Background: an optimization exercise with open tools, aiming at small area and a short achievable clock period. Do not read the settings as production practice.
Function was checked by simulation only, so behaviour that the tests miss may differ from the original.

==> build 4 <==
==> flow/design.v (excerpt) <==
module conv2d#(
    parameter   CONV_WIDTH      = 'd8 ,
    parameter   CONV_HEIGHT     = 'd8 
)(
    input clk   ,
    input rst_n ,
    input                matrix_vsync ,
    input                matrix_href  ,
    input        [6:0]   matrix_h_cnt       ,
    input        [6:0]   matrix_v_cnt       ,
    input signed [15:0]   conv_bias   ,
    input        [143:0]  fm_data     ,
    input        [143:0]  conv_weight ,
    output reg        [6:0]  conv_h_cnt ,
    output reg        [6:0]  conv_v_cnt ,
    output reg               conv_href  ,
    output reg               conv_vsync ,
    output reg signed [31:0] conv_result
);
Settings: LEC_CHECK=0, CAP_MARGIN=20, CORE_MARGIN=2, CORE_UTILIZATION=55, SETUP_SLACK_MARGIN=5.0, SLEW_MARGIN=20, SYNTH_HIERARCHICAL=1; clock period 10.0 ns.
standard.sh (not shown) runs the stock make flow with config.mk's settings and CLKGATE_MAP_FILE= SYNTH_SCRIPT=/design/flow/synth_recipe.tcl, a recipe that flattens the netlist after the stock synthesis.
==> flow/flow/run.sh <==
#!/bin/bash
# The standard layout (standard.sh: standard synthesis, floorplan, place, CTS, route,
# finish), except that the port buffers that buffer_ports inserts are
# sky130_fd_sc_hd__buf_2 instead of the delay buffer it picks by default.
# The full make output goes to standard.log here; ORFS's per-step logs stay in orfs/logs/.
set -uo pipefail
export BUFFER_PORTS_ARGS="-buffer_cell sky130_fd_sc_hd__buf_2"
bash standard.sh > standard.log 2>&1
==> inputs of build 41, as changes to build 4 <==
--- a/flow/config.mk
+++ b/flow/config.mk
@@ -8,6 +8,6 @@
 export CAP_MARGIN = 20
 export CORE_MARGIN = 2
 export CORE_UTILIZATION = 55
-export SETUP_SLACK_MARGIN = 5.0
+export SETUP_SLACK_MARGIN = 4.5
 export SLEW_MARGIN = 20
 export SYNTH_HIERARCHICAL = 1
==> inputs of build 90, as changes to build 4 <==
--- a/flow/config.mk
+++ b/flow/config.mk
@@ -8,6 +8,7 @@
 export CAP_MARGIN = 20
 export CORE_MARGIN = 2
 export CORE_UTILIZATION = 55
-export SETUP_SLACK_MARGIN = 5.0
+export SETUP_SLACK_MARGIN = 4.7
 export SLEW_MARGIN = 20
 export SYNTH_HIERARCHICAL = 1
+export TNS_END_PERCENT = 10
==> results by group <==
Run status
  – Status: timing/DRC/antenna clean

GRT
  – Vias in the first global route: 49815
  – Met3 Use GR: 0.163
  – Global routing usage on met2: 0.743
  – M1 GR Usage: 0.629

Drt
  – Via-per-instance ratio: 6.79

Layout
  – Final core utilization: 0.696
  – Non-Filler Instances: about 7500
  – # nets final: 7735

Timing
  – Least-Margin Pin Slew: 1.24 ns

Place
  – Post-DP HPWL: 239000 um

Clock network
  – CTS Buf Count: 47

Critical path
  – CP max stage delay: 0.64 ns
the above is filed under build 4

==> results by group <==
Layout
  – Final core utilization: 0.601
  – Non-Filler Instances: 7123

Critical path
  – CP max stage delay: 0.70 ns

GRT
  – Vias in the first global route: 47024
  – Global routing usage on met2: 0.697
  – M1 GR Usage: 0.621

Clock network
  – CTS Buf Count: between 40 and 50

Run status
  – Status: timing/DRC/antenna clean

Timing
  – Least-Margin Pin Slew: 1.21 ns

Place
  – Post-DP HPWL: around 230000 um
the above is filed under build 41

==> results by group <==
Critical path
  – CP max stage delay: 0.56 ns

GRT
  – M1 GR Usage: 0.631
  – GRT Max-Usage Layer: met2
  – Global routing usage on met2: 0.715
  – Met3 Use GR: 0.149
  – Vias in the first global route: 47256

Floorplanning
  – Die H: 331 um
  – Die ar.: 110000 um2

Layout
  – Non-Filler Instances: 7134
  – # nets final: between 7000 and 8000
  – Final core utilization: 0.608
  – Clkbuf count: 72

Timing
  – Least-Margin Pin Slew: 1.13 ns
  – Relative slew margins: 0.237

Place
  – Post-DP HPWL: between 200000 and 250000 um

Run status
  – Status: timing/DRC/antenna clean

Drt
  – Via-per-instance ratio: 6.72

Synthesis
  – Mux contribution to synthesized area: 0.00172
the above is filed under build 90


==> v5 <==
conv2d, a different RTL version from the one above (not shown whole).
Design conv2d, start of the top module:
module conv2d#(
    parameter   CONV_WIDTH      = 'd8 ,
    parameter   CONV_HEIGHT     = 'd8 
)(
    input clk   ,
    input rst_n ,
    input                matrix_vsync ,
    input                matrix_href  ,
    input        [6:0]   matrix_h_cnt       ,
    input        [6:0]   matrix_v_cnt       ,
    input signed [15:0]   conv_bias   ,
    input        [143:0]  fm_data     ,
    input        [143:0]  conv_weight ,
    output reg        [6:0]  conv_h_cnt ,
    output reg        [6:0]  conv_v_cnt ,
    output reg               conv_href  ,
    output reg               conv_vsync ,
    output reg signed [31:0] conv_result
);
Settings: LEC_CHECK=0, ABC_CLOCK_PERIOD_IN_PS=5000, CAP_MARGIN=20, CORE_MARGIN=2, CORE_UTILIZATION=55, SETUP_SLACK_MARGIN=4.0, SLEW_MARGIN=20; clock period 10.0 ns.
run.sh (not shown) runs the stock make flow with config.mk's settings and CLKGATE_MAP_FILE= SYNTH_SCRIPT=/design/flow/synth_recipe.tcl, a recipe that flattens the netlist after the stock synthesis.
Stock flow here: none of the scripts above is used.
==> v3: changes against v5 <==
Settings changed: ABC_CLOCK_PERIOD_IN_PS 5000 to not set, CORE_UTILIZATION 55 to 40, SETUP_SLACK_MARGIN 4.0 to 5.0.
==> comparison table <==
| quantity | v3 | v5 |
|---|---|---|
| Reg2Reg Depth | 14 | 16 |
| Area of the placeable core | 157000 um^2 | 114000 um^2 |
| Placed wire-length estimate after detailed placement | 262000 um | 240000 um |
| DRT met1 WL | 117000 um | 98800 um |
| Initial antenna violation count | 19 | 10 |
| Fraction of area in multi-input gates | 0.687 | 0.712 |
| Area delta synth->final | 40.5% | 12.8% |
| Number of global-route vias before repair | 55852 | 51387 |
| Clock latency of the later-clocked register in the worst-skew pair | 0.60 ns | 0.66 ns |
| Final-layout non-clock buffer area share | 0.136 | 0.0782 |
| Number of ordinary inverters in the final layout | 1115 | 1113 |
| Most frequent standard cell in the layout excluding fill and tap cells | sky130_fd_sc_hd__inv_1 | sky130_fd_sc_hd__fa_1 |
| Bufs w/o clock | 1030 | 558 |
| Reg2Reg Setup Slack | 5.10 ns | 4.24 ns |
| Global-route wire length before repair | 438000 um | 383000 um |
| Clock distribution area overhead in the final layout | 0.0170 | 0.0228 |
| Die X-Extent | 401 um | 343 um |
| Hold wc startpoint | conv_h_cnt_r[3] | conv_v_cnt_r[1] |
| Data arrival time of the worst path | 6.00 ns | 6.52 ns |
| Layout cells sized above 1 | 0.412 | 0.0719 |
| Outcome | timing/DRC/antenna clean | timing/DRC/antenna clean |

-- port drivers added, routing unchanged --
The results above use ideal ports. As a check the final layouts listed here were re-extracted and re-timed, cells and wires unchanged.
Step 1 (the two cells are an assumption about what drives the block):
set clk [get_ports {clk}]
set_driving_cell -lib_cell sky130_fd_sc_hd__clkbuf_16 $clk
set_driving_cell -lib_cell sky130_fd_sc_hd__buf_2 [delete_from_list [all_inputs] $clk]
Step 2 also shifts input and output timing later by t, the mid clock arrival at the registers, as if the neighbouring blocks saw the same clock.
Three values: no drivers, after step 1, after step 2; two values: the first two.
run | shift t [ns] | slack for setup (ns) | clock arrival spread, ns
build 4 | 0.727 | 4.552 / 4.552 / 4.246 | 0.021 / 0.020
build 41 | 0.737 | 4.456 / 4.456 / 3.854 | 0.038 / 0.038
build 90 | 0.734 | 4.594 / 4.620 / 3.918 | 0.053 / 0.053
v5 | 0.726 | 4.004 / 4.054 / 3.328 | 0.042 / 0.042
v3 | 0.663 | 4.535 / 4.539 / 3.876 | 0.027 / 0.027
After both steps setup and hold are still met in every run listed.
